This design comes from an exercise in tuning for small area on the open sky130 flow, not from production work.
At most, simulation tests tie the RTL to the original design; equivalence was not proved.
The RTL of runs 2 to 4 was laid out without a check of its function.

**flow/design.v**
```verilog
module RISCVCPU(
    input  logic         clock,
    input  logic         reset,
    output logic [31:0]  imem_addr,
    input  logic [127:0] imem_data,
    output logic [9:0]   dmem_index,
    input  logic [127:0] dmem_rdata,
    output logic         dmem_we,
    output logic [127:0] dmem_wdata,
    output logic         wb_en,
    output logic [4:0]   wb_rd,
    output logic [31:0]  wb_data
);
    logic [31:0] pc;
    logic [3:0]  tcnt;
    logic        tvalid;
    logic [21:0] tvpn;
    logic [2:0]  istate;
    logic [3:0]  ivalid;
    logic [25:0] itag [0:3];
    logic        ifid0;
    logic [31:1] ifid_hi;
    wire  [31:0] ifid = {ifid_hi, ifid0};
    logic [31:7] e_ir;
    logic        eR, eI, eL, eS;
    logic [31:0] e_A, e_B;
    logic [2:0]  mcnt;
    logic [31:0] s1, s2, s3, s4, s5;
    logic        v1, v2, v3, v4, v5;
    logic [31:0] m_alu, m_bval;
    logic [4:0]  m_rd;
    logic        m_byte;
    logic        mRI, mL, mS;
    logic [31:0] w_val;
    logic [4:0]  w_rd;
    logic        w_byp, w_wr;
    logic [31:0] rf [1:31];
    logic [3:0]  sbv;
    logic [13:2] sba [0:3];
    logic [31:0] sbd [0:3];
    logic [3:0]  sbb;
    logic [1:0]  sbh, sbt;
    logic [2:0]  sbc;
    localparam logic [1:0] C_IDLE = 2'd0, C_CMP = 2'd1, C_ALLOC = 2'd2, C_WB = 2'd3;
    logic [1:0]   cstate;
    logic [3:0]   dval, ddirty, dfilled;
    logic [13:6]  dtag [0:3];
    logic [31:0]  dw [0:15];       
    logic [13:6]  wbtag;
    logic [2:0]   mwc;
    wire [6:0] id_op  = ifid[6:0];
    wire [4:0] id_rs1 = ifid[19:15];
    wire [4:0] id_rs2 = ifid[24:20];
    wire       id_v   = id_op[0];
    wire       idR = id_v & ~id_op[6] &  id_op[5] &  id_op[4];
    wire       idI = id_v & ~id_op[6] & ~id_op[5] &  id_op[4];
    wire       idL = id_v & ~id_op[6] & ~id_op[5] & ~id_op[4];
    wire       idS = id_v & ~id_op[6] &  id_op[5] & ~id_op[4];
    wire       idB = id_v &  id_op[6] & ~id_op[2];
    wire       idJ = id_v &  id_op[6] &  id_op[2];
    wire [31:0] rf1 = (id_rs1 == 5'd0) ? 32'd0 : rf[id_rs1];
    wire [31:0] rf2 = (id_rs2 == 5'd0) ? 32'd0 : rf[id_rs2];
    assign wb_en   = w_wr;
    assign wb_rd   = w_rd;
    assign wb_data = w_val;
    wire [31:0] decA = (w_wr && w_rd == id_rs1) ? w_val : rf1;
    wire [31:0] decB = (w_wr && w_rd == id_rs2) ? w_val : rf2;
    wire [4:0] e_rs1 = e_ir[19:15];
    wire [4:0] e_rs2 = e_ir[24:20];
    wire [4:0] e_rd  = e_ir[11:7];
    wire [2:0] e_f3  = e_ir[14:12];
    wire aM = (e_rs1 == m_rd) && (e_rs1 != 5'd0) && (mRI | mS);
    wire bM = (e_rs2 == m_rd) && (e_rs2 != 5'd0) && (mRI | mS);
    wire aW = (e_rs1 == w_rd) && (e_rs1 != 5'd0) && w_byp;
    wire bW = (e_rs2 == w_rd) && (e_rs2 != 5'd0) && w_byp;
    wire [31:0] Ain  = aM ? m_alu : aW ? w_val : e_A;
    wire [31:0] BypB = bM ? m_alu : bW ? w_val : e_B;
    wire [31:0] imm_i = {{20{e_ir[31]}}, e_ir[31:20]};
    wire [31:0] imm_s = {{20{e_ir[31]}}, e_ir[31:25], e_ir[11:7]};
    wire [31:0] Bin  = (eI | eL) ? imm_i : eS ? imm_s : BypB;
    wire isMUL  = eR & e_ir[25];
    wire is_sub = eR & e_ir[30];
    wire is_slt = (eR | eI) & ~e_f3[2] & e_f3[1];
    wire do_sub = is_sub | is_slt;
    wire [31:0] sum = Ain + (do_sub ? ~Bin : Bin) + {31'd0, do_sub};
    wire slt = (Ain[31] ^ Bin[31]) ? Ain[31] : sum[31];
    wire [31:0] sll = Ain << Bin[4:0];
    logic [31:0] alu;
    always_comb begin
        if (isMUL)          alu = v5 ? s5 : 32'd0;
        else if (e_f3[2])   alu = e_f3[0] ? (Ain & Bin) : (Ain | Bin);
        else if (e_f3[0])   alu = sll;
        else if (is_slt)    alu = {31'd0, slt};
        else                alu = sum;
    end
    wire stall_mul = (isMUL && mcnt == 3'd0) || (mcnt > 3'd1);
    wire        cpu_valid = mL | mS;
    wire [13:2] caddr     = m_alu[13:2];
    wire        sb_full   = (sbc == 3'd4);
    wire        sb_any    = (sbc != 3'd0);
    wire        use_cpu   = cpu_valid & ~sb_full;
    wire [13:2] aaddr     = use_cpu ? caddr : sb_any ? sba[sbh] : 12'd0;
    wire [31:0] sb_head_d = sbd[sbh];
    wire [1:0]  aidx      = aaddr[5:4];
    wire [127:0] dline  = {dw[{aidx, 2'd3}], dw[{aidx, 2'd2}], dw[{aidx, 2'd1}], dw[{aidx, 2'd0}]};
    wire [127:0] dread  = dfilled[aidx] ? dline : 128'd0;
    wire         tvld   = dval[aidx];
    wire         tdirty = ddirty[aidx];
    wire [13:6]  ttag   = dtag[aidx];
    wire         thit   = tvld && (ttag == caddr[13:6]);
    wire mem_ready = (mwc == 3'd0);
    wire cmp_miss  = (cstate == C_CMP) && !thit;
    wire cmp_hit   = (cstate == C_CMP) && thit;
    wire need_wb   = tvld & tdirty;
    wire mreq_valid = cmp_miss || (cstate == C_ALLOC) || ((cstate == C_WB) && mem_ready);
    wire mreq_rw    = (cmp_miss && need_wb) || ((cstate == C_WB) && !mem_ready);
    wire drain      = (cstate == C_IDLE) && !use_cpu && sb_any;
    wire alloc_wr   = (cstate == C_ALLOC) && mem_ready;
    assign dmem_index = (cstate == C_WB) ? {wbtag, aidx} : aaddr[13:4];
    assign dmem_we    = (mwc == 3'd1) && mreq_rw;
    assign dmem_wdata = dread;
    wire cpu_ready = cmp_hit;
    wire sb_enq    = mS && cmp_hit;            
    wire sb_deq    = sb_any && (!cpu_valid || sb_full);
    wire dstall    = (!cpu_ready && cpu_valid) || sb_full;
    logic [3:0] sbm;
    always_comb
        for (int i = 0; i < 4; i++) sbm[i] = sbv[i] && (sba[i] == caddr);
    wire sb_hit = |sbm;
    logic [7:0]  fwd_hi;
    logic [23:0] fwd_lo;
    always_comb begin
        fwd_hi = 8'd0;
        fwd_lo = 24'd0;
        for (int i = 3; i >= 0; i--) begin
            if (sbm[i]) fwd_hi = sbd[i][31:24];
            if (sbm[i] && !sbb[i]) fwd_lo = sbd[i][23:0];
        end
    end
    logic [31:0] cword;
    always_comb
        case (caddr[3:2])
            2'd0: cword = dread[31:0];
            2'd1: cword = dread[63:32];
            2'd2: cword = dread[95:64];
            default: cword = dread[127:96];
        endcase
    wire [31:0] raw = sb_hit ? {fwd_hi, fwd_lo} : cword;
    wire [31:0] ldval = m_byte ? {{24{raw[31]}}, raw[31:24]} : raw;
    wire [31:0] mem_out = mL ? ldval : mS ? 32'd0 : m_alu;
    wire cAM = (id_rs1 == e_rd) && (id_rs1 != 5'd0) && (eR | eI | eS);
    wire cBM = (id_rs2 == e_rd) && (id_rs2 != 5'd0) && (eR | eI | eS);
    wire cAW = (id_rs1 == m_rd) && (id_rs1 != 5'd0) && (mRI | mL | mS);
    wire cBW = (id_rs2 == m_rd) && (id_rs2 != 5'd0) && (mRI | mL | mS);
    wire [31:0] cA = cAM ? alu : cAW ? mem_out : decA;
    wire [31:0] cB = cBM ? alu : cBW ? mem_out : decB;
    wire takebranch = (idB && (cA == cB)) || idJ;
    wire lu = eL && ( ((idL | idJ) && (id_rs1 == e_rd)) ||
                      ((idS | idR | idI | idB) && ((id_rs1 == e_rd) || (id_rs2 == e_rd))) );
    wire        tmatch = (pc[31:10] == tvpn);
    wire [31:0] phys   = (tvalid && tmatch) ? pc : 32'hDEAD_BEEF;
    wire        itlb_stall = !((tcnt == 4'd15) && tmatch);
    wire [1:0]  iidx   = phys[5:4];
    wire        ihit   = ivalid[iidx] && (itag[iidx] == phys[31:6]);
    wire        icstall = !((istate == 3'd0) && ihit);
    assign imem_addr = {2'b00, phys[31:4], 2'b00};
    logic [31:0] iword;
    always_comb
        case (phys[3:2])
            2'd0: iword = imem_data[127:96];
            2'd1: iword = imem_data[95:64];
            2'd2: iword = imem_data[63:32];
            default: iword = imem_data[31:0];
        endcase
    wire [31:0] if_instr = icstall ? 32'h00000013 : iword;
    wire stall = lu | dstall | stall_mul | itlb_stall;
    wire [31:0] boff   = {{19{ifid[31]}}, ifid[31], ifid[7], ifid[30:25], ifid[11:8], 1'b0};
    wire [31:0] id_immi = {{20{ifid[31]}}, ifid[31:20]};
    wire [31:0] pc_target = idJ ? (cA + id_immi) : (pc - 32'd4 + boff);
    always_ff @(posedge clock or posedge reset)
        if (reset)                  pc <= 32'd0;
        else if (takebranch)        pc <= pc_target;
        else if (!stall && !icstall) pc <= pc + 32'd4;
    always_ff @(posedge clock or posedge reset)
        if (reset) begin
            tcnt   <= 4'd0;
            tvalid <= 1'b0;
        end else if (tcnt == 4'd15) begin
            if (!tmatch) tcnt <= 4'd0;
        end else if (tcnt == 4'd10) begin
            tcnt   <= 4'd15;
            tvalid <= 1'b1;
        end else
            tcnt <= tcnt + 4'd1;
    always_ff @(posedge clock)
        if (tcnt == 4'd10) tvpn <= pc[31:10];
    always_ff @(posedge clock or posedge reset)
        if (reset) begin
            istate <= 3'd4;
            ivalid <= 4'd0;
        end else begin
            case (istate)
                3'd0:    if (!ihit) istate <= 3'd3;
                3'd4:    istate <= 3'd0;
                default: istate <= istate - 3'd1;
            endcase
            if (istate == 3'd2) ivalid[iidx] <= 1'b1;
        end
    always_ff @(posedge clock)
        if (istate == 3'd2) itag[iidx] <= phys[31:6];
    wire brflush = takebranch && !stall;
    wire en_ifid = !stall_mul && !dstall && !lu;
    wire en_idex = !stall_mul && !dstall;
    wire en_exmem = !stall_mul && !dstall;
    wire en_memwb = stall_mul || !dstall;
    always_ff @(posedge clock or posedge reset)
        if (reset)        ifid0 <= 1'b0;
        else if (en_ifid) ifid0 <= if_instr[0] & !brflush;
    always_ff @(posedge clock)
        if (en_ifid) ifid_hi <= if_instr[31:1];
    always_ff @(posedge clock or posedge reset)
        if (reset) begin
            {eR, eI, eL, eS} <= 4'd0;
        end else if (en_idex) begin
            {eR, eI, eL, eS} <= lu ? 4'd0 : {idR, idI, idL, idS};
        end
    always_ff @(posedge clock)
        if (en_idex) begin
            e_ir <= ifid[31:7];
            e_A  <= decA;
            e_B  <= decB;
        end
    always_ff @(posedge clock or posedge reset)
        if (reset) begin
            mcnt <= 3'd0;
            {v1, v2, v3, v4, v5} <= 5'd0;
        end else begin
            if (isMUL && mcnt == 3'd0) mcnt <= 3'd5;
            else if (mcnt != 3'd0)     mcnt <= mcnt - 3'd1;
            {v1, v2, v3, v4, v5} <= {isMUL, v1, v2, v3, v4};
        end
    always_ff @(posedge clock) begin
        s1 <= Ain * Bin;
        s2 <= s1;
        s3 <= s2;
        s4 <= s3;
        s5 <= s4;
    end
    always_ff @(posedge clock or posedge reset)
        if (reset)         {mRI, mL, mS} <= 3'd0;
        else if (en_exmem) {mRI, mL, mS} <= {eR | eI, eL, eS};
    always_ff @(posedge clock)
        if (en_exmem) begin
            m_alu  <= alu;
            m_bval <= (e_f3 == 3'd0) ? {{24{BypB[7]}}, BypB[7:0]} : BypB;
            m_rd   <= e_rd;
            m_byte <= (e_f3 == 3'd0);
        end
    always_ff @(posedge clock or posedge reset)
        if (reset) begin
            w_byp <= 1'b0;
            w_wr  <= 1'b0;
        end else if (en_memwb) begin
            w_byp <= (mRI | mL | mS) && (m_rd != 5'd0);
            w_wr  <= (mRI | mL) && (m_rd != 5'd0);
        end
    always_ff @(posedge clock)
        if (en_memwb) begin
            w_val <= mem_out;
            w_rd  <= m_rd;
        end
    always_ff @(posedge clock)
        if (w_wr) rf[w_rd] <= w_val;
    always_ff @(posedge clock or posedge reset)
        if (reset) begin
            sbv <= 4'd0;
            sbh <= 2'd0;
            sbt <= 2'd0;
            sbc <= 3'd0;
        end else begin
            if (sb_enq) begin
                sbv[sbt] <= 1'b1;
                sbt <= sbt + 2'd1;
                sbc <= sbc + 3'd1;
            end
            if (sb_deq) begin
                sbv[sbh] <= 1'b0;
                sbh <= sbh + 2'd1;
                sbc <= sbc - 3'd1;
            end
        end
    always_ff @(posedge clock)
        if (sb_enq) begin
            sba[sbt] <= caddr;
            sbd[sbt] <= m_bval;
            sbb[sbt] <= m_byte;
        end
    always_ff @(posedge clock or posedge reset)
        if (reset) begin
            cstate  <= C_IDLE;
            dval    <= 4'd0;
            dfilled <= 4'd0;
        end else begin
            case (cstate)
                C_IDLE:  if (use_cpu) cstate <= C_CMP;
                C_CMP:   if (thit) cstate <= C_IDLE;
                         else cstate <= need_wb ? C_WB : C_ALLOC;
                C_ALLOC: if (mem_ready) cstate <= C_CMP;
                default: if (mem_ready) cstate <= C_ALLOC;
            endcase
            if (drain || cmp_miss) dval[aidx] <= 1'b1;
            if (alloc_wr) dfilled[aidx] <= 1'b1;
        end
    always_ff @(posedge clock) begin
        if (drain || (cmp_hit && mS)) ddirty[aidx] <= 1'b1;
        else if (cmp_miss)            ddirty[aidx] <= mS;
        if (drain)                    dtag[aidx] <= aaddr[13:6];
        else if (cmp_miss)            dtag[aidx] <= caddr[13:6];
        if (cmp_miss && need_wb)      wbtag <= ttag;
    end
    for (genvar li = 0; li < 4; li++) begin : g_line
        for (genvar wj = 0; wj < 4; wj++) begin : g_word
            always_ff @(posedge clock)
                if (aidx == li && (alloc_wr || (drain && aaddr[3:2] == wj)))
                    dw[4*li+wj] <= alloc_wr ? dmem_rdata[32*wj +: 32] : sb_head_d;
        end
    end
    always_ff @(posedge clock or posedge reset)
        if (reset)              mwc <= 3'd7;
        else if (mwc == 3'd7) begin
            if (mreq_valid)     mwc <= 3'd5;
        end else                mwc <= mwc - 3'd1;
endmodule
```
**flow/run.sh**
```bash
#!/bin/bash
# synth_recipe.tcl (not shown) runs the flow's synth.tcl, then flattens the netlist and writes it again
# the make line also repeats each setting of config.mk as NAME=value (left out here)
make -C /OpenROAD-flow-scripts/flow DESIGN_CONFIG=/design/flow/config.mk WORK_HOME=/design/flow/orfs CLKGATE_MAP_FILE= SYNTH_SCRIPT=/design/flow/synth_recipe.tcl finish
```
**flow/config.mk**
```make
export PLATFORM = sky130hd
export DESIGN_NAME = RISCVCPU
export DESIGN_NICKNAME = RISCVCPU
export VERILOG_FILES = /design/flow/design.v
export SDC_FILE = /design/flow/constraint.sdc
export NUM_CORES = 4
export LEC_CHECK = 0
export CAP_MARGIN = 20
export CORE_MARGIN = 2
export CORE_UTILIZATION = 40
export SLEW_MARGIN = 20
```
**flow/constraint.sdc**
```tcl
create_clock -name core_clock -period 20.0 [get_ports {clock}]
set_input_delay 4.0000 -clock core_clock [delete_from_list [all_inputs] [get_ports {clock}]]
set_output_delay 4.0000 -clock core_clock [all_outputs]
set_load 0.01 [all_outputs]
```
==> results of run 1 <==
-- layer usage --
metal,vias up,track usage,routed length [microns]
met5,-,0,93
met4,16,0.153,30300
met3,1115,0.0661,51200
met2,5524,0.470,231000
met1,48000,0.392,193000
li1,38500,-,-
-- path summary, 6_finish.rpt --
kind	startpoint	endpoint	slack [ps]	cells past startpoint
worst max-delay path	sbh[1]$_DFFE_PP0P_	pc[30]$_DFFE_PP0P_	7840	39
worst min-delay path	s1[24]$_DFF_P_	s2[24]$_DFF_P_	310	0
worst max register to register	sbh[1]$_DFFE_PP0P_	pc[30]$_DFFE_PP0P_	7840	39
worst min register to register	s1[24]$_DFF_P_	s2[24]$_DFF_P_	310	0
max in group asynchronous	reset	pc[5]$_DFFE_PP0P_	15110	3
min in group asynchronous	reset	sbv[3]$_DFF_PP0_	3580	2
-- final cells by class --
type | instances | area, sq um
tap | 4325 | 5410
inverter | 644 | 2430
antenna | 13 | 32.5
fill | 28700 | 175000
multi-input combinational | 6327 | 57200
clock inverter | 151 | 1530
timing repair buffer | 818 | 7330
clock buffer | 329 | 7010
sequential | 2334 | 68000
-- layout by cell type (no fill, tap or decap), types with 37 or more instances in the layout --
cell type | Yosys | routed
o31ai_1 | 40 | 37
xor2_1 | 88 | 88
nand4_1 | 51 | 51
clkinv_1 | 4 | 46
xnor2_1 | 307 | 307
and3_1 | 59 | 57
buf_4 | 22 | 357
o21ai_0 | 409 | 396
mux4_2 | 597 | 596
nor4_1 | 56 | 49
and2_1 | 92 | 80
a211oi_1 | 159 | 158
mux2i_1 | 262 | 260
a21oi_1 | 418 | 417
nor2_1 | 790 | 749
a21o_1 | 220 | 220
ha_1 | 268 | 264
a22o_1 | 42 | 42
edfxtp_1 | 2079 | 2079
inv_1 | 630 | 625
nand2_1 | 644 | 642
a31oi_1 | 66 | 65
clkbuf_1 | 400 | 55
nor2_4 | 1 | 40
clkbuf_16 | 0 | 269
dfrtp_1 | 81 | 77
o21a_1 | 39 | 39
dfxtp_1 | 170 | 160
a22oi_1 | 145 | 145
mux2_2 | 52 | 52
nor3_1 | 128 | 123
a221oi_1 | 97 | 97
clkdlybuf4s50_1 | 0 | 454
fa_1 | 412 | 412
clkinv_2 | 0 | 46
o211ai_1 | 48 | 48
nand3_1 | 159 | 159
-- sequential cells by signal, indices dropped and copies added, names as in the netlist, 8 cells and up, named ones only --
register,flops
sba,48
pc,31
m_bval,32
dtag,32
s3,32
e_ir,25
rf,992
s5,32
s4,32
ifid_hi,29
tvpn,22
w_val,32
m_alu,32
itag,104
s2,32
sbd,128
dw,512
s1,32
e_B,32
e_A,32
wbtag,8
-- cells by family (layout without fill, tap and decap cells) --
| logic type | after synthesis | in the layout | synth area share |
|---|---|---|---|
| compound gates | 2093 | 2093 | 0.111 |
| xor+xnor | 395 | 395 | 0.0266 |
| fa+ha+maj | 696 | 696 | 0.0906 |
| buf+inv | 1313 | 1942 | 0.0404 |
| flops | 2334 | 2334 | 0.524 |
| mux | 914 | 914 | 0.129 |
| other cells | 1 | 17 | 0.0000289 |
| simple gates | 2225 | 2225 | 0.0790 |
-- worst reg2reg max path, delay by kind of cell, from the launching register on --
kind | cells | cell delay (ps)
adders and majority gates | 2 | 740
DFF | 1 | 340
xor gates and xnor gates | 1 | 180
AOI/OAI and AO/OA | 20 | 4380
and+or+nand+nor | 6 | 2220
buffers and inverters | 7 | 2860
muxes | 3 | 1320
-- through the flow --
| stage | hold slack, ps | area (sq um) |
|---|---|---|
| 2_1_floorplan | 310 | 130000 |
| 3_3_place_gp | 310 | 140000 |
| 4_1_cts | 315 | 149000 |
| 3_5_place_dp | 312 | 140000 |
| 5_1_grt | 313 | 149000 |
| 6_report | 306 | 149000 |
==> impl_metrics.ini, run 1 <==
[outcome]
status = timing/DRC/antenna clean

[grt]
grt_first_pass_wirelength_microns = 707000
grt_max_degree = 134
antenna_found_initial = 25
grt-ovfl-total = 0
grt_usage = 0.300
grt_pass1_vias = 92300

[cts]
ctsResizeCount = 0
insertion_delay_ps = 940
cts_tree = built
ctsRootBufferMaster = clkbuf_16
cts.path.max_buffers = 4
hold_buffers = 0
path_clk_slew_ps = 60
htreeDepth = 5
numCtsBuffers = 265
cts_setup_buffers = 0
cts_sinks = 2334

[floorplanning]
core.rowCount = 209
initial_core_util = 0.401
fp.dieW_microns = 574
io_pins = 467
dieArea_sq_um = 329000
die_h_microns = 574
core_area_sq_um = 323000

[synth]
synth_seq_cells = 2334
synth_most_common_cell = edfxtp_1
avgSynthCellArea_sq_um = 13.0
async_flop_share = 0.0364
synth_edf_count = 2079
dominantRegCellSynth = edfxtp_1
synth_area_leader_cell = edfxtp_1
yosysWarnings = 2
synth_top_area_share = 0.481
synthTopCellsByCount = edfxtp_1, nor2_1, nand2_1
yosysSeqAreaShare = 0.524
ys_types = 122
synth_area_leaders = edfxtp_1, mux4_2, fa_1
synth_area_sq_um = 130000
syn_inst = 9971

[critical_path]
critPathRequiredTime_ps = 20770
path_class = register to register
worst-path-buf-inv = 7
crit_family = compound AO/OA/AOI/OAI gates
start_kind = register
max_stage_delay_ps = 790
cp-end-kind = register
cpMostUsedCell = buf_4
arrival_ps = 12930
cp_slowest_cell = nor3_1
critPathMaxFanout = 47

[placed_design]
post-place-cells = 14400
dp_slack_ps = 8310
port-buffer-count = 454
gp_congestion = 1.00
hpwl_microns = 350000

[finish]
final_util = 0.461
syn2layout_area_growth_pct = 14.8
drive_gt1_frac = 0.157
final_cells = 14900
num-nets-final = 11300

[sta]
fin_crit_ps = 12160
hold_viol_final = 0
relSlewSlack = 0.0965
max_clock_freq_mhz = 82.2
final_max_slew_viol_count = 0
fin_setup_tns_ps = 0
layout_setup_ws_ps = 7840
worstMarginPinSlew_ps = 1340
setup_viol = 0
skew_ps = 107
rsz0062_at_grt = false
post-route-period-util = 0.608

[route]
drt_iter0_drc = 12300
route.vias.total = 93200
wl_per_cell_microns = 33.8
drc = 0
ant_nets = 0
vias_per_cell = 6.24
dr.pass1.iters = 7
wl_microns = 505000

[hold_path]
hold_class = register to register

[job]
maxCapViolations = 0
==> run 2: changes to the inputs <==
--- a/flow/design.v
+++ b/flow/design.v
@@ -27,3 +27,3 @@
     logic [2:0]  mcnt;
-    logic [31:0] s1, s2, s3, s4, s5;
+    logic [31:0] mq0, mqp;
     logic        v1, v2, v3, v4, v5;
@@ -60,4 +60,11 @@
     wire       idJ = id_v &  id_op[6] &  id_op[2];
-    wire [31:0] rf1 = (id_rs1 == 5'd0) ? 32'd0 : rf[id_rs1];
-    wire [31:0] rf2 = (id_rs2 == 5'd0) ? 32'd0 : rf[id_rs2];
+    logic [31:0] rf1, rf2;
+    always_comb begin
+        rf1 = 32'd0;
+        rf2 = 32'd0;
+        for (int i = 1; i < 32; i++) begin
+            rf1 = rf1 | (rf[i] & {32{id_rs1 == 5'(i)}});
+            rf2 = rf2 | (rf[i] & {32{id_rs2 == 5'(i)}});
+        end
+    end
     assign wb_en   = w_wr;
@@ -89,3 +96,3 @@
     always_comb begin
-        if (isMUL)          alu = v5 ? s5 : 32'd0;
+        if (isMUL)          alu = (mcnt == 3'd1) ? mq0 : v5 ? mqp : 32'd0;
         else if (e_f3[2])   alu = e_f3[0] ? (Ain & Bin) : (Ain | Bin);
@@ -96,2 +103,26 @@
     wire stall_mul = (isMUL && mcnt == 3'd0) || (mcnt > 3'd1);
+    logic [31:0] prod;
+    logic [31:0] pprow [0:15];
+    logic [31:0] ppneg;
+    always_comb begin
+        ppneg = 32'd0;
+        for (int j = 0; j < 16; j++) begin
+            logic bh, bm, bl, neg, one, two;
+            logic [32:0] x;
+            logic [31:0] pp;
+            bh = Bin[2*j+1];
+            bm = Bin[2*j];
+            bl = (j == 0) ? 1'b0 : Bin[2*j-1];
+            neg = bh & ~(bm & bl);
+            one = bm ^ bl;
+            two = (bh & ~bm & ~bl) | (~bh & bm & bl);
+            x = {Ain ^ {32{neg}}, neg};
+            for (int k = 0; k < 32; k++) pp[k] = (one & x[k+1]) | (two & x[k]);
+            pprow[j] = pp << (2*j);
+            ppneg[2*j] = neg;
+        end
+        prod = pprow[0] + pprow[1] + pprow[2] + pprow[3] + pprow[4] + pprow[5] + pprow[6] + pprow[7]
+             + pprow[8] + pprow[9] + pprow[10] + pprow[11] + pprow[12] + pprow[13] + pprow[14] + pprow[15]
+             + ppneg;
+    end
     wire        cpu_valid = mL | mS;
@@ -104,4 +135,8 @@
     wire [1:0]  aidx      = aaddr[5:4];
-    wire [127:0] dline  = {dw[{aidx, 2'd3}], dw[{aidx, 2'd2}], dw[{aidx, 2'd1}], dw[{aidx, 2'd0}]};
-    wire [127:0] dread  = dfilled[aidx] ? dline : 128'd0;
+    logic [127:0] dread;
+    always_comb begin
+        dread = 128'd0;
+        for (int l = 0; l < 4; l++)
+            dread = dread | ({dw[4*l+3], dw[4*l+2], dw[4*l+1], dw[4*l]} & {128{aidx == 2'(l) && dfilled[l]}});
+    end
     wire         tvld   = dval[aidx];
@@ -176,9 +211,10 @@
     wire stall = lu | dstall | stall_mul | itlb_stall;
-    wire [31:0] boff   = {{19{ifid[31]}}, ifid[31], ifid[7], ifid[30:25], ifid[11:8], 1'b0};
-    wire [31:0] id_immi = {{20{ifid[31]}}, ifid[31:20]};
-    wire [31:0] pc_target = idJ ? (cA + id_immi) : (pc - 32'd4 + boff);
+    wire [13:0] boff_m4 = {ifid[31], ifid[31], ifid[7], ifid[30:25], ifid[11:8], 1'b0} - 14'd4;
+    wire [31:0] add_a = idJ ? cA : pc;
+    wire [31:0] add_b = idJ ? {{20{ifid[31]}}, ifid[31:20]} :
+                        takebranch ? {{18{boff_m4[13]}}, boff_m4} : 32'd4;
+    wire [31:0] pc_next = add_a + add_b;
     always_ff @(posedge clock or posedge reset)
         if (reset)                  pc <= 32'd0;
-        else if (takebranch)        pc <= pc_target;
-        else if (!stall && !icstall) pc <= pc + 32'd4;
+        else if (takebranch || (!stall && !icstall)) pc <= pc_next;
     always_ff @(posedge clock or posedge reset)
@@ -242,7 +278,4 @@
     always_ff @(posedge clock) begin
-        s1 <= Ain * Bin;
-        s2 <= s1;
-        s3 <= s2;
-        s4 <= s3;
-        s5 <= s4;
+        if (isMUL && mcnt == 3'd0) mq0 <= prod;
+        if (mcnt == 3'd1)          mqp <= prod;
     end
==> flow/flow/run.sh (new file) <==
#!/bin/bash
# Own layout flow: the standard flow (standard.sh) unchanged, except that
# the port buffers that global placement inserts use the smallest buffer cell.
set -euo pipefail
bash standard.sh "BUFFER_PORTS_ARGS=-buffer_cell sky130_fd_sc_hd__buf_1" finish > standard_flow.log 2>&1
==> flow/standard.sh (new file) <==
#!/bin/bash
# synth_recipe.tcl (not shown) runs the flow's synth.tcl, then flattens the netlist and writes it again
# the make line also repeats each setting of config.mk as NAME=value (left out here)
make -C /OpenROAD-flow-scripts/flow DESIGN_CONFIG=/design/flow/config.mk WORK_HOME=/design/flow/orfs CLKGATE_MAP_FILE= SYNTH_SCRIPT=/design/flow/synth_recipe.tcl "${@:-finish}"
--- a/flow/config.mk
+++ b/flow/config.mk
@@ -10,2 +10,4 @@
 export CORE_UTILIZATION = 40
+export CTS_CLUSTER_DIAMETER = 100
+export CTS_CLUSTER_SIZE = 22
 export SLEW_MARGIN = 20
removed: flow/run.sh
==> run 2 against run 1 <==
Largest cell class unchanged. Via count is 7.6% higher. Critical endpoint unchanged. Hold slack better by 49 ps. Clock-buffer cell count is 166 lower. Critical path type unchanged. Synthesized area is 7.0% lower. Non-clock buffer count is 27 higher. Final cell count is 3.0% lower.
==> impl_metrics.ini, run 2 <==
[hold_path]
min_from = v2$_DFF_PP0_
whs_endpoint = v3$_DFF_PP0_
hold_class = register to register
holdPathStages = 0

[finish]
largest_register_ffs = 992
mostFrequentLayoutCells = edfxtp_1, a22oi_1, nand2_1, nand3_1, buf_1
fin_area_sq_um = 132000
num-nets-final = 11100
final_common_cell = edfxtp_1
regMostFlops = rf
drive_gt1_frac = 0.0970
syn2layout_area_growth_pct = 9.58
largestRegisters = rf x992, dw x512, sbd x128

[synth]
synth_area_leaders = edfxtp_1, a22oi_1, fa_1
ys_types = 112
synthSimpleGateAreaFrac = 0.118
muxShareOfSynthArea = 0.0377
dominantRegCellSynth = edfxtp_1
avgSynthCellArea_sq_um = 11.8
synth_top_area_share = 0.533
synth-compound-area-share = 0.162
synth_most_common_cell = edfxtp_1
syn_inst = 10200
synth_area_leader_cell = edfxtp_1
synth_adder_area_share = 0.0563
synth_area_sq_um = 121000
synth_seq_cells = 2229
async_flop_share = 0.0386
synthXorXnorAreaFrac = 0.0400
synth_edf_count = 2143
synth_top_family_by_area = compound AO/OA/AOI/OAI gates
yosysWarnings = 3
yosysSeqAreaShare = 0.551
synthTopCellsByCount = edfxtp_1, a22oi_1, nand2_1

[sta]
relSlewSlack = 0.106
fin_crit_ps = 14610
rsz0062_at_grt = false
layout_setup_ws_ps = 5390
max_clock_freq_mhz = 68.4
post-route-period-util = 0.731
skew_ps = 131
hold_viol_final = 0
hold_ws_ps = 356
worstMarginPinSlew_ps = 1340
fin_setup_tns_ps = 0
setup_viol = 0
final_max_slew_viol_count = 0

[floorplanning]
fp.dieW_microns = 553
dieArea_sq_um = 306000
core.rowCount = 201
initial_core_util = 0.402
core_area_sq_um = 300000
die_h_microns = 553
io_pins = 467

[critical_path]
cpMostUsedCell = a21oi_1
reg2reg_slack_ps = 5390
start_kind = register
arrival_ps = 15380
r2r_end = pc[30]$_DFFE_PP0P_
cp_slowest_cell = nor4_1
path_class = register to register
reg2reg_from = w_rd[3]$_DFFE_PP_
max_stage_delay_ps = 1090
r2r_cells = 45
critPathRequiredTime_ps = 20770
cp-end-kind = register
critPathMaxFanout = 22

[grt]
grt_max_degree = 74
grt-ovfl-total = 0
grt_usage = 0.339
grt_first_pass_wirelength_microns = 738000
grt_pass1_vias = 93400
antenna_found_initial = 47

[outcome]
status = timing/DRC/antenna clean

[cts]
numCtsBuffers = 124
htreeDepth = 3
hold_buffers = 0
cts.path.max_buffers = 4
ctsResizeCount = 0
cts_sinks = 2229
cts_setup_buffers = 0
cts_tree = built
ctsRootBufferMaster = clkbuf_16
insertion_delay_ps = 990
path_clk_slew_ps = 90

[route]
route.vias.total = 100000
drt_iter0_drc = 20500
dr.pass1.iters = 12
wl_microns = 540000
wl_per_cell_microns = 37.2
vias_per_cell = 6.92
ant_nets = 0
drc = 0

[placed_design]
port-buffer-count = 454
gp_congestion = 1.03
placed_area_sq_um = 128000
hpwl_microns = 355000
dp_slack_ps = 6350

[job]
maxCapViolations = 0
-- run 2: through the flow --
step,instances,util
floorplan,10200,-
global placement,14300,0.428
detailed placement,14300,0.428
CTS,14500,0.440
global route,14500,0.441
finish,14500,0.441
-- run 2: area by class of cell --
cell class	count	area [sq um]
Antenna cell	15	37.5
Multi-Input combinational cell	6907	51100
Clock buffer	163	3260
Sequential cell	2229	66500
Tap cell	3958	4950
Timing Repair Buffer	845	4700
Inverter	356	1350
Fill cell	27600	168000
Clock inverter	23	334
-- run 2: how the worst max path moves through the flow --
stage / from / to / slack [ps] / cells after the start
floorplan: e_ir[22]$_DFFE_PP_ / pc[30]$_DFFE_PP0P_ / 8640 / 51
global placement: e_ir[22]$_DFFE_PP_ / pc[30]$_DFFE_PP0P_ / 6430 / 41
detailed placement: w_rd[3]$_DFFE_PP_ / pc[30]$_DFFE_PP0P_ / 6350 / 44
CTS: w_rd[3]$_DFFE_PP_ / pc[30]$_DFFE_PP0P_ / 6310 / 44
global route: w_rd[3]$_DFFE_PP_ / pc[30]$_DFFE_PP0P_ / 5010 / 45
finish: w_rd[3]$_DFFE_PP_ / pc[30]$_DFFE_PP0P_ / 5390 / 45
-- run 2: logic make-up after synthesis --
kind of cell / after synthesis
DFF: 2229
other: 1
buffers and inverters: 1080
xor gates and xnor gates: 550
adders and majority gates: 423
muxes: 343
and+or+nand+nor: 2875
AOI/OAI and AO/OA: 2712
-- run 2: metal layers --
layer  track usage  share of wire  up-vias
met3         0.114           0.15     1905
li1              -              -    39900
met2         0.485           0.41     8967
met1         0.451           0.37    49400
met5             0        0.00068        -
met4         0.185          0.070       52
-- run 2: worst max-delay path: cells and delay by family, from the launching register on --
family	cells	cell delay, ps
buf+inv	2	680
simple gates	10	3800
xor+xnor	3	550
compound gates	26	6670
mux	2	1000
flops	1	830
fa+ha+maj	2	900
==> run 3: changes to the inputs <==
--- a/flow/config.mk
+++ b/flow/config.mk
@@ -11,3 +11,3 @@
 export CTS_CLUSTER_DIAMETER = 100
-export CTS_CLUSTER_SIZE = 22
+export CTS_CLUSTER_SIZE = 18
 export SLEW_MARGIN = 20
==> run 3 against run 2 <==
Non-clock buffer count increased by 2. Global-route usage grew 0.11 points. Core utilization increased by 0.23 points. Final cell count grew 0.22%. Die area did not move. Clock-buffer cell count increased by 33. Synthesized area did not move. Synthesized cell count did not move. Critical path type unchanged. Largest cell class unchanged.
==> impl_metrics.ini, run 3 <==
[outcome]
status = timing/DRC/antenna clean

[synth]
synthTopCellsByCount = edfxtp_1, a22oi_1, nand2_1
synth_area_leader_cell = edfxtp_1
yosysWarnings = 3
async_flop_share = 0.0386
synth_edf_count = 2143
syn_inst = 10200
yosysSeqAreaShare = 0.551
synth_area_leaders = edfxtp_1, a22oi_1, fa_1
ys_types = 112
avgSynthCellArea_sq_um = 11.8
dominantRegCellSynth = edfxtp_1
synth_area_sq_um = 121000
synth_seq_cells = 2229
synth_top_area_share = 0.533
synth_most_common_cell = edfxtp_1

[cts]
cts.path.max_buffers = 4
path_clk_slew_ps = 80
cts_tree = built
ctsResizeCount = 0
insertion_delay_ps = 920
cts_setup_buffers = 0
ctsRootBufferMaster = clkbuf_16
hold_buffers = 0
cts_sinks = 2229
numCtsBuffers = 150
htreeDepth = 4

[critical_path]
arrival_ps = 15350
critPathRequiredTime_ps = 20770
worst-path-buf-inv = 2
path_class = register to register
crit_family = compound AO/OA/AOI/OAI gates
cp_slowest_cell = nor4_1
critical_path_depth = 45
start_kind = register
max_stage_delay_ps = 1080
cp-end-kind = register
cpMostUsedCell = a21oi_1
r2r_cells = 45
critPathMaxFanout = 22

[floorplanning]
io_pins = 467
core_area_sq_um = 300000
die_h_microns = 553
fp.dieW_microns = 553
dieArea_sq_um = 306000
core.rowCount = 201
initial_core_util = 0.402

[route]
route.vias.total = 99900
dr.pass1.iters = 10
drc = 0
ant_nets = 0
wl_microns = 541000
wl_per_cell_microns = 37.2
drt_iter0_drc = 20100
vias_per_cell = 6.88

[grt]
antenna_found_initial = 49
grt_usage = 0.340
grt_pass1_vias = 93600
grt_first_pass_wirelength_microns = 740000
grt_max_degree = 74
grt-ovfl-total = 0

[sta]
skew_ps = 85.3
setup_viol = 0
post-route-period-util = 0.729
worstMarginPinSlew_ps = 1340
hold_viol_final = 0
rsz0062_at_grt = false
fin_setup_tns_ps = 0
final_max_slew_viol_count = 0
max_clock_freq_mhz = 68.6
fin_crit_ps = 14580
relSlewSlack = 0.106

[finish]
drive_gt1_frac = 0.0993
largestRegisters = rf x992, dw x512, sbd x128
num-nets-final = 11200
mostFrequentLayoutCells = edfxtp_1, a22oi_1, nand2_1, nand3_1, buf_1
largest_register_ffs = 992
final_common_cell = edfxtp_1
regMostFlops = rf
final_cells = 14500
fin_area_sq_um = 133000
syn2layout_area_growth_pct = 10.1

[hold_path]
hold_class = register to register
holdPathStages = 0

[placed_design]
hpwl_microns = 355000
port-buffer-count = 454
placed_area_sq_um = 128000
post-place-cells = 14300
gp_congestion = 1.03

[job]
maxCapViolations = 0
-- run 3: worst reg2reg max path, delay by kind of cell (launching register included) --
family | cells | cell delay, ps
simple gates | 10 | 3710
xor+xnor | 3 | 550
flops | 1 | 820
fa+ha+maj | 2 | 890
compound gates | 26 | 6760
mux | 2 | 1060
buf+inv | 2 | 670
-- run 3: cell type report --
class	instances	area, sq um
Clock buffer	196	4020
Clock inverter	20	231
Inverter	356	1350
Antenna cell	15	37.5
Fill cell	27500	167000
Tap cell	3958	4950
Sequential cell	2229	66500
Timing Repair Buffer	847	4720
Multi-Input combinational cell	6907	51100
-- run 3: cell families (layout without fill, tap and decap cells) --
group / after synthesis / count (layout) / share of synthesized area
fa+ha+maj: 423 / 423 / 0.0563
mux: 343 / 343 / 0.0377
compound gates: 2712 / 2712 / 0.162
buf+inv: 1080 / 1419 / 0.0346
flops: 2229 / 2229 / 0.551
simple gates: 2875 / 2875 / 0.118
other cells: 1 / 19 / 0.0000311
xor+xnor: 550 / 550 / 0.0400
-- run 3: per-layer routing --
metal,wire length (microns),track usage,vias to the layer above
met3,80700,0.115,1866
met1,199000,0.449,49000
met5,447,0.00266,-
met2,223000,0.488,8960
li1,-,-,40000
met4,37700,0.188,57
-- run 3: worst paths after layout --
check,from,to,slack (ps)
worst max-delay path,w_rd[3]$_DFFE_PP_,pc[30]$_DFFE_PP0P_,5420
worst min-delay path,v3$_DFF_PP0_,v4$_DFF_PP0_,350
worst max register to register,w_rd[3]$_DFFE_PP_,pc[30]$_DFFE_PP0P_,5420
worst min register to register,v3$_DFF_PP0_,v4$_DFF_PP0_,350
max in group asynchronous,reset,sbh[1]$_DFFE_PP0P_,15270
min in group asynchronous,reset,v4$_DFF_PP0_,3200
-- run 3: per-stage QoR --
stage | util | hold WS (ps) | setup WS [ps]
after global placement | 0.428 | 335 | 6430
final | 0.443 | 349 | 5420
after detailed placement | 0.428 | 336 | 6350
after global routing | 0.443 | 363 | 5060
after CTS | 0.442 | 354 | 6330
after floorplan | - | 331 | 8640
==> run 4: changes to the inputs <==
--- a/flow/design.v
+++ b/flow/design.v
@@ -27,3 +27,3 @@
     logic [2:0]  mcnt;
-    logic [31:0] mq0, mqp;
+    logic [31:0] s1, s2, s3, s4, s5;
     logic        v1, v2, v3, v4, v5;
@@ -96,3 +96,3 @@
     always_comb begin
-        if (isMUL)          alu = (mcnt == 3'd1) ? mq0 : v5 ? mqp : 32'd0;
+        if (isMUL)          alu = v5 ? s5 : 32'd0;
         else if (e_f3[2])   alu = e_f3[0] ? (Ain & Bin) : (Ain | Bin);
@@ -278,4 +278,7 @@
     always_ff @(posedge clock) begin
-        if (isMUL && mcnt == 3'd0) mq0 <= prod;
-        if (mcnt == 3'd1)          mqp <= prod;
+        s1 <= prod;
+        s2 <= s1;
+        s3 <= s2;
+        s4 <= s3;
+        s5 <= s4;
     end
==> flow/run.sh (new file) <==
#!/bin/bash
# synth_recipe.tcl (not shown) runs the flow's synth.tcl, then flattens the netlist and writes it again
# the make line also repeats each setting of config.mk as NAME=value (left out here)
make -C /OpenROAD-flow-scripts/flow DESIGN_CONFIG=/design/flow/config.mk WORK_HOME=/design/flow/orfs CLKGATE_MAP_FILE= SYNTH_SCRIPT=/design/flow/synth_recipe.tcl finish
--- a/flow/config.mk
+++ b/flow/config.mk
@@ -9,5 +9,4 @@
 export CORE_MARGIN = 2
-export CORE_UTILIZATION = 40
-export CTS_CLUSTER_DIAMETER = 100
-export CTS_CLUSTER_SIZE = 18
+export CORE_UTILIZATION = 55
+export CTS_BUF_LIST = sky130_fd_sc_hd__clkbuf_8
 export SLEW_MARGIN = 20
removed: flow/flow/run.sh
removed: flow/standard.sh
==> run 4 against run 3 <==
Core utilization grew 18 points. Synthesized area down 1.1%. Sequential share of layout area shrank 0.17 points. Final cell count decreased by 6.6%. Critical path depth grew 2. Hold slack worse by 100 ps. Still clean on timing, DRC and antenna. Design area increased by 2.3%. Synthesized cell count down 3.2%. Global-route usage rose by 12 points.
==> impl_metrics.ini, run 4 <==
[outcome]
status = timing/DRC/antenna clean

[critical_path]
arrival_ps = 15550
cp-end-kind = register
startpoint = mS$_DFFE_PP0P_
crit_family = compound AO/OA/AOI/OAI gates
endpoint = pc[31]$_DFFE_PP0P_
max_stage_delay_ps = 860
r2r_cells = 47
cp_slowest_cell = o21ai_0
reg2reg_from = mS$_DFFE_PP0P_
r2r_end = pc[31]$_DFFE_PP0P_
reg2reg_slack_ps = 5420
worst-path-buf-inv = 5
critPathRequiredTime_ps = 20970
cpMostUsedCell = a21oi_1
critPathMaxFanout = 55
start_kind = register
path_class = register to register
critical_path_depth = 47

[grt]
grt-ovfl-total = 0
grt_usage = 0.456
grt_pass1_vias = 94100
grt_max_degree = 90
grt.busiest_layer = met2
grt_first_pass_wirelength_microns = 714000
antenna_found_initial = 30
met3_usage = 0.177
use_met1 = 0.592
groute.layer.met2.usage = 0.640

[cts]
cts_tree = built
path_clk_slew_ps = 60
numCtsBuffers = 387
cts.path.max_buffers = 4
hold_buffers = 0
cts_sinks = 2325
insertion_delay_ps = 1210
htreeDepth = 5
ctsResizeCount = 0
cts_setup_buffers = 0
ctsRootBufferMaster = clkbuf_8

[synth]
yosysSeqAreaShare = 0.568
synthTopCellsByCount = edfxtp_1, a22oi_1, nand2_1
muxShareOfSynthArea = 0.0332
avgSynthCellArea_sq_um = 12.1
synth_top_area_share = 0.523
syn_inst = 9884
synth_area_sq_um = 119000
synth_area_leaders = edfxtp_1, a22oi_1, fa_1
synth_edf_count = 2079
async_flop_share = 0.0370
yosysWarnings = 3
synthXorXnorAreaFrac = 0.0422
ys_types = 113
synth_most_common_cell = edfxtp_1
synth_seq_cells = 2325
synth_adder_area_share = 0.0571
synth-compound-area-share = 0.170
synth_area_leader_cell = edfxtp_1
synth_top_family_by_area = compound AO/OA/AOI/OAI gates
synthSimpleGateAreaFrac = 0.0965
dominantRegCellSynth = edfxtp_1

[floorplanning]
io_pins = 467
core.rowCount = 171
die_h_microns = 470
initial_core_util = 0.551
fp.dieW_microns = 470
dieArea_sq_um = 221000
core_area_sq_um = 217000

[sta]
setup_viol = 0
final_max_slew_viol_count = 0
post-route-period-util = 0.729
max_clock_freq_mhz = 68.6
worstMarginPinSlew_ps = 1370
relSlewSlack = 0.0803
hold_viol_final = 0
fin_crit_ps = 14580
rsz0062_at_grt = false
layout_setup_ws_ps = 5420
skew_ps = 169
fin_setup_tns_ps = 0

[job]
maxCapViolations = 0

[finish]
regMostFlops = rf
largest_register_ffs = 992
syn2layout_area_growth_pct = 13.9
largestRegisters = rf x992, dw x512, sbd x128
drive_gt1_frac = 0.124
final_common_cell = edfxtp_1
num-nets-final = 11100
mostFrequentLayoutCells = edfxtp_1, a22oi_1, nand2_1, xnor2_1, clkdlybuf4s50_1

[route]
ant_nets = 0
drc = 0
dr.pass1.iters = 12
drt_iter0_drc = 18800
route.vias.total = 99200
vias_per_cell = 7.31
wl_microns = 518000
wl_per_cell_microns = 38.2

[hold_path]
hold_class = register to register

[placed_design]
dp_slack_ps = 5890
hpwl_microns = 325000
gp_congestion = 1.01
port-buffer-count = 454
## run 4: cell types whose count changed after synthesis, sizes merged, moves of 68 or more
cell   before   now
nand3     627   329
o21ai     321   418
a22oi     935  1058
nand4     238   170
and3      159    61
dfxtp       0   160
## run 4: metrics by stage
step,hold slack (ps),area [sq um],util,cells
after floorplan,310,119000,-,9887
after global placement,309,128000,0.593,12900
after detailed placement,312,129000,0.594,12900
after CTS,256,136000,0.627,13500
after global routing,260,136000,0.628,13500
final,247,136000,0.628,13600
## run 4: logic make-up (layout without fill, tap and decap cells)
| family | after synthesis | after routing |
|---|---|---|
| buffers and inverters | 1016 | 1817 |
| AND/OR/NAND/NOR | 2393 | 2393 |
| other | 1 | 25 |
| flip-flops | 2325 | 2325 |
| AO/OA/AOI/OAI | 2863 | 2863 |
| multiplexers | 287 | 287 |
| adder cells (fa/ha/maj) | 425 | 425 |
| XOR/XNOR | 574 | 574 |
## run 4: worst min path at each step
| stage | startpoint | endpoint | slack [ps] | cells past startpoint |
|---|---|---|---|---|
| after floorplan | s1[0]$_DFF_P_ | s2[0]$_DFF_P_ | 310 | 0 |
| after global placement | s3[10]$_DFF_P_ | s4[10]$_DFF_P_ | 310 | 0 |
| after detailed placement | s1[30]$_DFF_P_ | s2[30]$_DFF_P_ | 310 | 0 |
| after CTS | s3[29]$_DFF_P_ | s4[29]$_DFF_P_ | 260 | 0 |
| after global routing | s3[29]$_DFF_P_ | s4[29]$_DFF_P_ | 260 | 0 |
| final | s3[29]$_DFF_P_ | s4[29]$_DFF_P_ | 250 | 0 |
## run 4: final cells by class
| type | instances | area, sq um |
|---|---|---|
| fill | 17100 | 80500 |
| sequential | 2325 | 67800 |
| multi-input combinational | 6546 | 48800 |
| timing repair buffer | 810 | 7220 |
| clock buffer | 405 | 5570 |
| tap | 2854 | 3570 |
| clock inverter | 274 | 1760 |
| inverter | 328 | 1240 |
| antenna | 21 | 52.6 |
## run 4: per-layer routing
| layer | routed length (microns) | up-vias | share of wire |
|---|---|---|---|
| met3 | 81700 | 2168 | 0.16 |
| met1 | 182000 | 48400 | 0.35 |
| met4 | 40600 | 30 | 0.078 |
| met2 | 213000 | 9287 | 0.41 |
| li1 | - | 39300 | - |
| met5 | 271 | - | 0.00052 |
==> run 5: changes to the inputs <==
--- a/flow/design.v
+++ b/flow/design.v
@@ -27,3 +27,6 @@
     logic [2:0]  mcnt;
-    logic [31:0] s1, s2, s3, s4, s5;
+    logic [31:0] mq0, mqp;
+    logic [31:0] macc;           
+    logic [31:0] mw;             
+    logic        mwa, mwb;       
     logic        v1, v2, v3, v4, v5;
@@ -96,3 +99,3 @@
     always_comb begin
-        if (isMUL)          alu = v5 ? s5 : 32'd0;
+        if (isMUL)          alu = (mcnt == 3'd1) ? mq0 : v5 ? mqp : 32'd0;
         else if (e_f3[2])   alu = e_f3[0] ? (Ain & Bin) : (Ain | Bin);
@@ -103,4 +106,11 @@
     wire stall_mul = (isMUL && mcnt == 3'd0) || (mcnt > 3'd1);
-    logic [31:0] prod;
-    logic [31:0] pprow [0:15];
+    wire        mfirst = (mcnt == 3'd0) || (mcnt == 3'd3);
+    wire        mhi    = mfirst;
+    wire        mmid   = (mcnt == 3'd5) || (mcnt == 3'd2);
+    wire        mold   = (mcnt == 3'd5) || (mcnt == 3'd4);
+    wire [31:0] mA = (mold && mwa) ? mw : Ain;
+    wire [31:0] mB = (mold && mwb) ? mw : Bin;
+    wire [12:0] mwin = mhi ? {4'd0, mB[31:23]} : mmid ? mB[23:11] : {mB[11:0], 1'b0};
+    logic [31:0] mstep;
+    logic [31:0] pprow [0:5];
     logic [31:0] ppneg;
@@ -108,3 +118,3 @@
         ppneg = 32'd0;
-        for (int j = 0; j < 16; j++) begin
+        for (int j = 0; j < 6; j++) begin
             logic bh, bm, bl, neg, one, two;
@@ -112,5 +122,5 @@
             logic [31:0] pp;
-            bh = Bin[2*j+1];
-            bm = Bin[2*j];
-            bl = (j == 0) ? 1'b0 : Bin[2*j-1];
+            bh = mwin[2*j+2];
+            bm = mwin[2*j+1];
+            bl = mwin[2*j];
             neg = bh & ~(bm & bl);
@@ -118,3 +128,3 @@
             two = (bh & ~bm & ~bl) | (~bh & bm & bl);
-            x = {Ain ^ {32{neg}}, neg};
+            x = {mA ^ {32{neg}}, neg};
             for (int k = 0; k < 32; k++) pp[k] = (one & x[k+1]) | (two & x[k]);
@@ -123,5 +133,4 @@
         end
-        prod = pprow[0] + pprow[1] + pprow[2] + pprow[3] + pprow[4] + pprow[5] + pprow[6] + pprow[7]
-             + pprow[8] + pprow[9] + pprow[10] + pprow[11] + pprow[12] + pprow[13] + pprow[14] + pprow[15]
-             + ppneg;
+        mstep = (mfirst ? 32'd0 : {macc[19:0], 12'd0})
+              + pprow[0] + pprow[1] + pprow[2] + pprow[3] + pprow[4] + pprow[5] + ppneg;
     end
@@ -278,7 +287,10 @@
     always_ff @(posedge clock) begin
-        s1 <= prod;
-        s2 <= s1;
-        s3 <= s2;
-        s4 <= s3;
-        s5 <= s4;
+        macc <= mstep;
+        if (mcnt == 3'd4) mq0 <= mstep;
+        if (mcnt == 3'd1) mqp <= mstep;
+        if (mcnt == 3'd0) begin
+            mw  <= w_val;
+            mwa <= aW && !aM;
+            mwb <= bW && !bM;
+        end
     end
--- a/flow/config.mk
+++ b/flow/config.mk
@@ -9,4 +9,5 @@
 export CORE_MARGIN = 2
-export CORE_UTILIZATION = 55
-export CTS_BUF_LIST = sky130_fd_sc_hd__clkbuf_8
+export CORE_UTILIZATION = 40
+export CTS_CLUSTER_DIAMETER = 100
+export CTS_CLUSTER_SIZE = 22
 export SLEW_MARGIN = 20
==> run 5 against run 4 <==
Non-clock buffer count grew 45. Register-to-register slack worse by 370 ps. Routed wire length increased by 5.0%. Worst setup slack lost 370 ps. First-iteration DRC count fell by 5.1%. Global-route usage fell by 10 points. Maximum frequency shrank 2.5%. Highest routed layer unchanged.
==> impl_metrics.ini, run 5 <==
[synth]
synth_area_leaders = edfxtp_1, a22oi_1, xnor2_1
ys_types = 106
async_flop_share = 0.0377
synth_most_common_cell = edfxtp_1
yosysWarnings = 3
dominantRegCellSynth = edfxtp_1
synthTopCellsByCount = edfxtp_1, a22oi_1, nand2_1
synth_edf_count = 2177
avgSynthCellArea_sq_um = 12.2
yosysSeqAreaShare = 0.583
synth_area_sq_um = 117000
synth_seq_cells = 2283
synth_area_leader_cell = edfxtp_1
syn_inst = 9594
synth_top_area_share = 0.561

[critical_path]
arrival_ps = 15740
start_kind = register
cp-end-kind = register
critPathRequiredTime_ps = 20790
path_class = register to register
max_stage_delay_ps = 930
critPathMaxFanout = 29
cp_slowest_cell = nor3_1

[grt]
grt_max_degree = 94
grt_first_pass_wirelength_microns = 736000
grt-ovfl-total = 0
grt_pass1_vias = 90100
grt_usage = 0.356
antenna_found_initial = 34

[sta]
hold_viol_final = 0
rsz0062_at_grt = false
hold_ws_ps = 356
skew_ps = 123
setup_viol = 0
post-route-period-util = 0.748
fin_setup_tns_ps = 0
max_clock_freq_mhz = 66.9
final_max_slew_viol_count = 0
worstMarginPinSlew_ps = 1300
relSlewSlack = 0.123
fin_crit_ps = 14950

[cts]
ctsRootBufferMaster = clkbuf_16
path_clk_slew_ps = 100
cts.path.max_buffers = 4
cts_setup_buffers = 0
hold_buffers = 0
htreeDepth = 3
cts_tree = built
insertion_delay_ps = 980
cts_sinks = 2283
ctsResizeCount = 0
numCtsBuffers = 125

[floorplanning]
dieArea_sq_um = 296000
core.rowCount = 198
core_area_sq_um = 291000
io_pins = 467
die_h_microns = 544
initial_core_util = 0.401
fp.dieW_microns = 544

[outcome]
status = timing/DRC/antenna clean

[route]
drt_iter0_drc = 17900
wl_per_cell_microns = 39.1
ant_nets = 0
drc = 0
route.vias.total = 95700
wl_microns = 543000
vias_per_cell = 6.89
dr.pass1.iters = 12

[finish]
syn2layout_area_growth_pct = 12.5
fin_area_sq_um = 131000
num-nets-final = 10400
largestRegisters = rf x992, dw x512, sbd x128
largest_register_ffs = 992
regMostFlops = rf
final_common_cell = edfxtp_1
mostFrequentLayoutCells = edfxtp_1, a22oi_1, nand2_1, clkdlybuf4s50_1, buf_4
drive_gt1_frac = 0.100

[hold_path]
hold_class = register to register

[placed_design]
gp_congestion = 1.03
placed_area_sq_um = 127000
hpwl_microns = 350000
port-buffer-count = 454

[job]
maxCapViolations = 0
==> run 5: cell count changes after synthesis, sizes merged, moves of 28 or more <==
cell,delta
inv,-91
nand3,+57
a2111oi,+34
dfxtp,-140
and2,+36
o21ai,-124
xnor2,-94
a22o,+97
ha,-66
mux2i,+28
and3,+58
fa,-83
a22oi,-68
edfxtp,+98
==> run 5: logic make-up after synthesis <==
logic type | Yosys count | synth area share
buffers and inverters | 911 | 0.0306
DFF | 2283 | 0.583
other | 1 | 0.0000322
AOI/OAI and AO/OA | 2778 | 0.172
adders and majority gates | 274 | 0.0370
muxes | 303 | 0.0350
and+or+nand+nor | 2586 | 0.108
xor gates and xnor gates | 458 | 0.0344
==> run 5: final cells by class <==
type,instances,area (sq um)
multi-input combinational,6403,46300
inverter,235,890
sequential,2283,67900
clock inverter,19,248
fill,26100,159000
antenna,21,52.6
clock buffer,172,3390
tap,3900,4880
timing repair buffer,855,7550
==> run 5: per-stage QoR <==
step                      cells  worst slack (ps)  utilization
final                     13900              5050        0.452
after global routing      13900              4680        0.451
after CTS                 13900              5600        0.451
after detailed placement  13700              5680        0.439
after global placement    13700              5450        0.438
after floorplan            9597              8740            -
==> run 5: layer usage <==
layer / GRT usage / routed length [microns]
met1: 0.443 / 193000
met2: 0.523 / 229000
met3: 0.129 / 78900
met4: 0.224 / 42500
met5: 0 / 204
==> run 5: critical path, delay by kind of cell (launching register included) <==
| kind | cells | cell delay [ps] |
|---|---|---|
| compound gates | 22 | 5940 |
| xor+xnor | 1 | 200 |
| fa+ha+maj | 2 | 690 |
| buf+inv | 5 | 1240 |
| flops | 1 | 740 |
| mux | 3 | 1180 |
| simple gates | 12 | 4790 |
==> run 5: path summary, 6_finish.rpt <==
path                                start                 end  slack (ps)  cells after the start
max                        mS$_DFFE_PP0P_  pc[31]$_DFFE_PP0P_        5050                     45
min                          v2$_DFF_PP0_        v3$_DFF_PP0_         360                      0
max reg2reg                mS$_DFFE_PP0P_  pc[31]$_DFFE_PP0P_        5050                     45
min reg2reg                  v2$_DFF_PP0_        v3$_DFF_PP0_         360                      0
max in group asynchronous           reset  sbh[1]$_DFFE_PP0P_       15080                      3
min in group asynchronous           reset        v4$_DFF_PP0_        3600                      2
==> run 6: changes to the inputs <==
==> flow/flow/run.sh (new file) <==
#!/bin/bash
# Own layout flow: the standard flow (standard.sh) unchanged, except that
# the port buffers that global placement inserts use the smallest buffer cell.
set -euo pipefail
bash standard.sh "BUFFER_PORTS_ARGS=-buffer_cell sky130_fd_sc_hd__buf_1" finish > standard_flow.log 2>&1
==> flow/standard.sh (new file) <==
#!/bin/bash
# synth_recipe.tcl (not shown) runs the flow's synth.tcl, then flattens the netlist and writes it again
# the make line also repeats each setting of config.mk as NAME=value (left out here)
make -C /OpenROAD-flow-scripts/flow DESIGN_CONFIG=/design/flow/config.mk WORK_HOME=/design/flow/orfs CLKGATE_MAP_FILE= SYNTH_SCRIPT=/design/flow/synth_recipe.tcl "${@:-finish}"
removed: flow/run.sh
==> run 6 against run 5 <==
First-iteration DRC count is 0.87% higher. Non-clock buffer count grew 9. Synthesized area unchanged. Highest routed layer unchanged.
==> impl_metrics.ini, run 6 <==
[cts]
insertion_delay_ps = 950
cts_sinks = 2283
ctsResizeCount = 0
ctsRootBufferMaster = clkbuf_16
path_clk_slew_ps = 90
cts.path.max_buffers = 4
numCtsBuffers = 125
cts_tree = built
cts_setup_buffers = 0
hold_buffers = 0
htreeDepth = 3

[route]
vias_per_cell = 6.92
route.vias.total = 96200
drt_iter0_drc = 18000
wl_microns = 547000
wl_per_cell_microns = 39.4
drc = 0
dr.pass1.iters = 13
ant_nets = 0

[sta]
layout_setup_ws_ps = 4970
setup_viol = 0
post-route-period-util = 0.751
final_max_slew_viol_count = 0
fin_setup_tns_ps = 0
rsz0062_at_grt = false
fin_crit_ps = 15030
relSlewSlack = 0.127
hold_viol_final = 0
max_clock_freq_mhz = 66.5
worstMarginPinSlew_ps = 1270
skew_ps = 93.2

[critical_path]
start_kind = register
reg2reg_from = mS$_DFFE_PP0P_
worst-path-buf-inv = 5
cpMostUsedCell = buf_4
cp-end-kind = register
max_stage_delay_ps = 980
cp_slowest_cell = o31ai_1
arrival_ps = 15800
crit_family = compound AO/OA/AOI/OAI gates
critPathRequiredTime_ps = 20770
critPathMaxFanout = 56
path_class = register to register
startpoint = mS$_DFFE_PP0P_

[synth]
synth_area_leader_cell = edfxtp_1
synth-compound-area-share = 0.172
synth_adder_area_share = 0.0370
avgSynthCellArea_sq_um = 12.2
yosysSeqAreaShare = 0.583
syn_inst = 9594
synth_top_area_share = 0.561
muxShareOfSynthArea = 0.0350
synth_top_family_by_area = compound AO/OA/AOI/OAI gates
synthTopCellsByCount = edfxtp_1, a22oi_1, nand2_1
ys_types = 106
synth_area_leaders = edfxtp_1, a22oi_1, xnor2_1
synth_seq_cells = 2283
synth_edf_count = 2177
synth_area_sq_um = 117000
async_flop_share = 0.0377
dominantRegCellSynth = edfxtp_1
synthSimpleGateAreaFrac = 0.108
yosysWarnings = 3
synthXorXnorAreaFrac = 0.0344
synth_most_common_cell = edfxtp_1

[job]
maxCapViolations = 0

[outcome]
status = timing/DRC/antenna clean

[finish]
final_util = 0.442
final_cells = 13900
final_common_cell = edfxtp_1
largest_register_ffs = 992
multi_input_area_sq_um = 46400
nFillCells = 26700
syn2layout_area_growth_pct = 10.2
mostFrequentLayoutCells = edfxtp_1, a22oi_1, nand2_1, buf_1, buf_4
fin_area_sq_um = 129000
num-nets-final = 10400
drive_gt1_frac = 0.103
largestRegisters = rf x992, dw x512, sbd x128
regMostFlops = rf
regArea_sq_um = 67900

[grt]
antenna_found_initial = 40
grt_pass1_vias = 89600
grt-ovfl-total = 0
grt_max_degree = 111
grt_usage = 0.357
grt_first_pass_wirelength_microns = 735000

[placed_design]
post-place-cells = 13700
placed_area_sq_um = 125000
hpwl_microns = 355000
port-buffer-count = 454
dp_slack_ps = 5070
gp_congestion = 1.01

[floorplanning]
die_h_microns = 544
core.rowCount = 198
dieArea_sq_um = 296000
io_pins = 467
core_area_sq_um = 291000
fp.dieW_microns = 544
initial_core_util = 0.401

[hold_path]
hold_class = register to register
min_from = v4$_DFF_PP0_
[run 6: cell counts after synthesis]
Identical to the previous run, type by type.
[run 6: worst register-to-register path: cells and delay by family, from the launching register on]
family | cells | cell delay, ps
simple gates | 9 | 3110
xor+xnor | 2 | 440
compound gates | 25 | 7720
buf+inv | 5 | 1940
fa+ha+maj | 2 | 540
mux | 2 | 530
flops | 1 | 620
[run 6: path summary, 6_finish.rpt]
check                                      to  slack (ps)  cells after the start
setup / recovery           pc[31]$_DFFE_PP0P_        4970                     45
min in group asynchronous  pc[23]$_DFFE_PP0P_        3250                      2
hold / removal                   v5$_DFF_PP0_         360                      0
max in group asynchronous  sbh[0]$_DFFE_PP0P_       15440                      3
hold reg to reg                  v5$_DFF_PP0_         360                      0
setup reg to reg           pc[31]$_DFFE_PP0P_        4970                     45
[run 6: cell type report]
type                       count  area share
timing repair buffer         864      0.0374
clock buffer                 165      0.0258
sequential                  2283       0.529
antenna                       21    0.000409
multi-input combinational   6403       0.361
clock inverter                23     0.00219
tap                         3900      0.0380
inverter                     235     0.00694
[run 6: per-layer routing]
| metal | up-vias | GRT usage | part of all wire |
|---|---|---|---|
| li1 | 38100 | - | - |
| met1 | 47800 | 0.456 | 0.36 |
| met2 | 8293 | 0.529 | 0.42 |
| met3 | 1989 | 0.107 | 0.14 |
| met4 | 40 | 0.223 | 0.077 |
| met5 | - | 0.000812 | 0.00059 |
[run 6: kinds of logic after synthesis]
kind of cell	Yosys count
compound gates	2778
xor+xnor	458
fa+ha+maj	274
buf+inv	911
flops	2283
mux	303
other cells	1
simple gates	2586
[run 6: through the flow]
stage	hold WS (ps)
after floorplan	331
after global placement	336
after detailed placement	335
after CTS	355
after global routing	375
final	355

[re-timing with driven ports]
Ports are ideal in the flow. The routed layouts listed here were re-timed in OpenROAD. Step 1 assumes that a clkbuf_16 drives the clock port and a buf_2 every other input. Step 2 adds t to the input delays and takes it off the output delays; t is the mean of the earliest and latest rising clock arrival at the registers after step 1. Input paths then give back, and output paths get back, about the clock's delay inside the block. Three values: ideal, step 1, step 2; two values: the first two.
| run | shift t [ns] | setup WS [ns] | slew at the worst register clock pin (ns) | worst slew at a driven data input, ns |
|---|---|---|---|---|
| run 1 | 0.995 | 7.837 / 7.837 / 7.837 | 0.07 / 0.07 | 0.11 |
| run 2 | 1.037 | 5.389 / 5.389 / 5.389 | 0.11 / 0.11 | 0.15 |
| run 3 | 0.990 | 5.422 / 5.422 / 5.422 | 0.10 / 0.10 | 0.15 |
| run 4 | 1.221 | 5.423 / 5.423 / 5.423 | 0.08 / 0.08 | 0.14 |
| run 5 | 1.016 | 5.050 / 5.050 / 5.050 | 0.10 / 0.10 | 0.15 |
| run 6 | 1.037 | 4.972 / 4.972 / 4.972 | 0.10 / 0.10 | 0.16 |
After both steps every run listed still meets setup and hold.
